Background: an optimization exercise with open tools, aiming at small area, a short achievable clock period and few clock cycles. Do not read the settings as production practice. RTL that was checked went through simulation tests only; none was proved equivalent to the original. Power and IR drop assume default switching activity.

==> inputs of trial 52 <==
Design TPU, start of the top module:
module TPU (
	clk,
	rst_n,
	in_valid,
	K,
	M,
	N,
	busy,
	A_index,
	A_data_out,
	B_index,
	B_data_out,
	C_wr_en,
	C_index,
	C_data_in
);
clock: 10.0 ns
lec_check: 0
cap_margin: 20
core_margin: 2
core_utilization: 50
cts_cluster_diameter: 100
cts_cluster_size: 20
slew_margin: 20
synth_hierarchical: 1
synth_minimum_keep_size: 0
standard.sh (not shown) runs the stock make flow with config.mk's settings and CLKGATE_MAP_FILE= SYNTH_SCRIPT=/design/flow/synth_recipe.tcl, a recipe that flattens the netlist after the stock synthesis.
==> flow/flow/run.sh <==
#!/bin/bash
set -euo pipefail
MARGIN=$(cat flow/margin.txt)
bash standard.sh SETUP_SLACK_MARGIN=$MARGIN \
  "BUFFER_PORTS_ARGS=-inputs -outputs -buffer_cell sky130_fd_sc_hd__buf_2" \
  finish > standard.log 2>&1
==> flow/flow/margin.txt <==
6.8
==> build 89: changes against trial 52 <==
CORE_UTILIZATION = 40   (was 50)
==> notes <==
- Trial 52 finished with timing, DRC and antenna clean. Build 89 went through all stages and came out clean.
- Die area: trial 52 is lower than build 89 (about 20%).
- Between trial 52 and build 89, the lower global-route usage is in build 89 (gap 4.2 points).
- Against build 89, the sequential share of layout area of trial 52 is higher by 0.34 points.
- In build 89 the power is larger than in trial 52, by about 1.1%.
No functional check of the RTL was part of any run of this note.

---

==> inputs of job 6634 <==
Another version of the RTL of TPU (not shown whole).
Settings: LEC_CHECK=0, CAP_MARGIN=20, CORE_MARGIN=2, CORE_UTILIZATION=40, CTS_CLUSTER_DIAMETER=100, CTS_CLUSTER_SIZE=20, SLEW_MARGIN=20, SYNTH_HIERARCHICAL=1, SYNTH_MINIMUM_KEEP_SIZE=0; clock period 10.0 ns.
Scripts as last shown in full above: flow/flow/run.sh, flow/flow/margin.txt
==> job 5468 (differences from job 6634) <==
==> flow/flow/margin.txt (replaced) <==
6.9
--- a/flow/config.mk
+++ b/flow/config.mk
@@ -8,5 +8,5 @@
 export CAP_MARGIN = 20
 export CORE_MARGIN = 2
-export CORE_UTILIZATION = 40
+export CORE_UTILIZATION = 50
 export CTS_CLUSTER_DIAMETER = 100
 export CTS_CLUSTER_SIZE = 20
==> summary.txt <==
Job 5468 passed the timing, design-rule and antenna checks. Job 6634 went through all stages and came out clean.
Against job 5468, the final area of job 6634 is smaller by about 0.33%.
Of job 5468 and job 6634, job 5468 has the higher hold slack (gap 3.7 ps).
In job 6634 the die area is higher than in job 5468, by 25%.
In job 5468 the register-to-register slack is better than in job 6634, by 20 ps.
==> figures <==
Layout net count: job 6634 7,348; job 5468 7,391
FILL cells: job 6634 15.3k; job 5468 11.3k
Met2 wire len: job 6634 88.0 mm; job 5468 89.7 mm
Status: job 6634 complete, no violations; job 5468 complete, no violations
P_int: job 6634 8.58 mW; job 5468 8.67 mW
Worst hold slack after final layout: job 6634 316 ps; job 5468 319 ps
Area of combinational cells with multiple inputs: job 6634 42,100 um2; job 5468 42,100 um2
Total GRT Usage: job 6634 0.218; job 5468 0.280
Share of power burned in combinational logic: job 6634 0.325; job 5468 0.327
Critical Path Start: job 6634 c_row[41]$_DFF_P_; job 5468 c_row[25]$_DFF_P_
Testbench counts of job 6634, summed over its fixed seeds: cycles 19,071.
Testbench counts of job 5468, summed over its fixed seeds: cycles 19,071.

---

==> pepper <==
Starting RTL as in the previous note.
==> flow/config.mk <==
export PLATFORM = sky130hd
export DESIGN_NAME = TPU
export DESIGN_NICKNAME = TPU
export VERILOG_FILES = /design/flow/design.v
export SDC_FILE = /design/flow/constraint.sdc
export NUM_CORES = 4
export LEC_CHECK = 0
export CAP_MARGIN = 20
export CORE_MARGIN = 2
export CORE_UTILIZATION = 40
export CTS_CLUSTER_DIAMETER = 100
export CTS_CLUSTER_SIZE = 20
export SLEW_MARGIN = 20
export SYNTH_HIERARCHICAL = 1
export SYNTH_MINIMUM_KEEP_SIZE = 0
export TNS_END_PERCENT = 50
==> flow/constraint.sdc <==
create_clock -name core_clock -period 10.0 [get_ports {clk}]
set_input_delay 2.0000 -clock core_clock [delete_from_list [all_inputs] [get_ports {clk}]]
set_output_delay 2.0000 -clock core_clock [all_outputs]
set_load 0.01 [all_outputs]
==> flow/flow/margin.txt <==
6.9
Scripts as last shown in full above: flow/flow/run.sh
==> tundra (differences from pepper) <==
==> flow/flow/margin.txt (replaced) <==
6.8
--- a/flow/config.mk
+++ b/flow/config.mk
@@ -8,5 +8,5 @@
 export CAP_MARGIN = 20
 export CORE_MARGIN = 2
-export CORE_UTILIZATION = 40
+export CORE_UTILIZATION = 60
 export CTS_CLUSTER_DIAMETER = 100
 export CTS_CLUSTER_SIZE = 20
@@ -14,3 +14,2 @@
 export SYNTH_HIERARCHICAL = 1
 export SYNTH_MINIMUM_KEEP_SIZE = 0
-export TNS_END_PERCENT = 50
==> comparison <==
- Of tundra and pepper, tundra has the higher utilization (gap 20 points).
- In register-to-register slack, pepper and tundra hardly differ.
- In pepper the clock skew is higher than in tundra, by 8.3 ps.
- In tundra the clock power is lower than in pepper, by 9.5%.
- Worst hold slack: pepper is lower than tundra (8.6 ps).
- Critical path depth is the same in pepper and tundra.
Testbench counts of pepper, summed over its fixed seeds: cycles 19,071.
Testbench counts of tundra, summed over its fixed seeds: cycles 19,071.

separate check: timing with driven ports:
The flow's constraints put no driver on any port. The routed layouts listed below were extracted and timed again, unchanged, in two steps. Step 1 sets driving cells, clkbuf_16 on the clock port and buf_2 on the other inputs (assumed; they add their load-dependent delay and slew). Step 2 adds t to the input delays and takes it off the output delays; t is the mean of the earliest and latest rising clock arrival at the registers after step 1. Input paths then give back, and output paths get back, about the clock's delay inside the block. Three values: ideal, step 1, step 2; two values: the first two.
run | t, ns | setup slack, ns | hold slack, ns | worst register clock-pin slew, ns | pins driven straight from the clock port
trial 52 | 0.764 | 6.788 / 6.710 / 6.427 | 0.328 / 0.328 / 0.328 | 0.09 / 0.09 | 1
build 89 | 0.774 | 6.675 / 6.600 / 6.452 | 0.325 / 0.325 / 0.325 | 0.10 / 0.10 | 1
job 6634 | 0.802 | 6.706 / 6.625 / 6.631 | 0.316 / 0.316 / 0.316 | 0.10 / 0.10 | 1
job 5468 | 0.780 | 6.773 / 6.690 / 6.608 | 0.319 / 0.319 / 0.319 | 0.10 / 0.10 | 1
pepper | 0.794 | 6.711 / 6.626 / 6.692 | 0.311 / 0.311 / 0.311 | 0.10 / 0.10 | 1
tundra | 0.792 | 6.701 / 6.620 / 6.665 | 0.320 / 0.320 / 0.320 | 0.10 / 0.10 | 1
After both steps every run listed still meets setup and hold. The setup slack of trial 52, which loses most, moves by -0.078 ns with the drivers and by -0.361 ns with both steps.
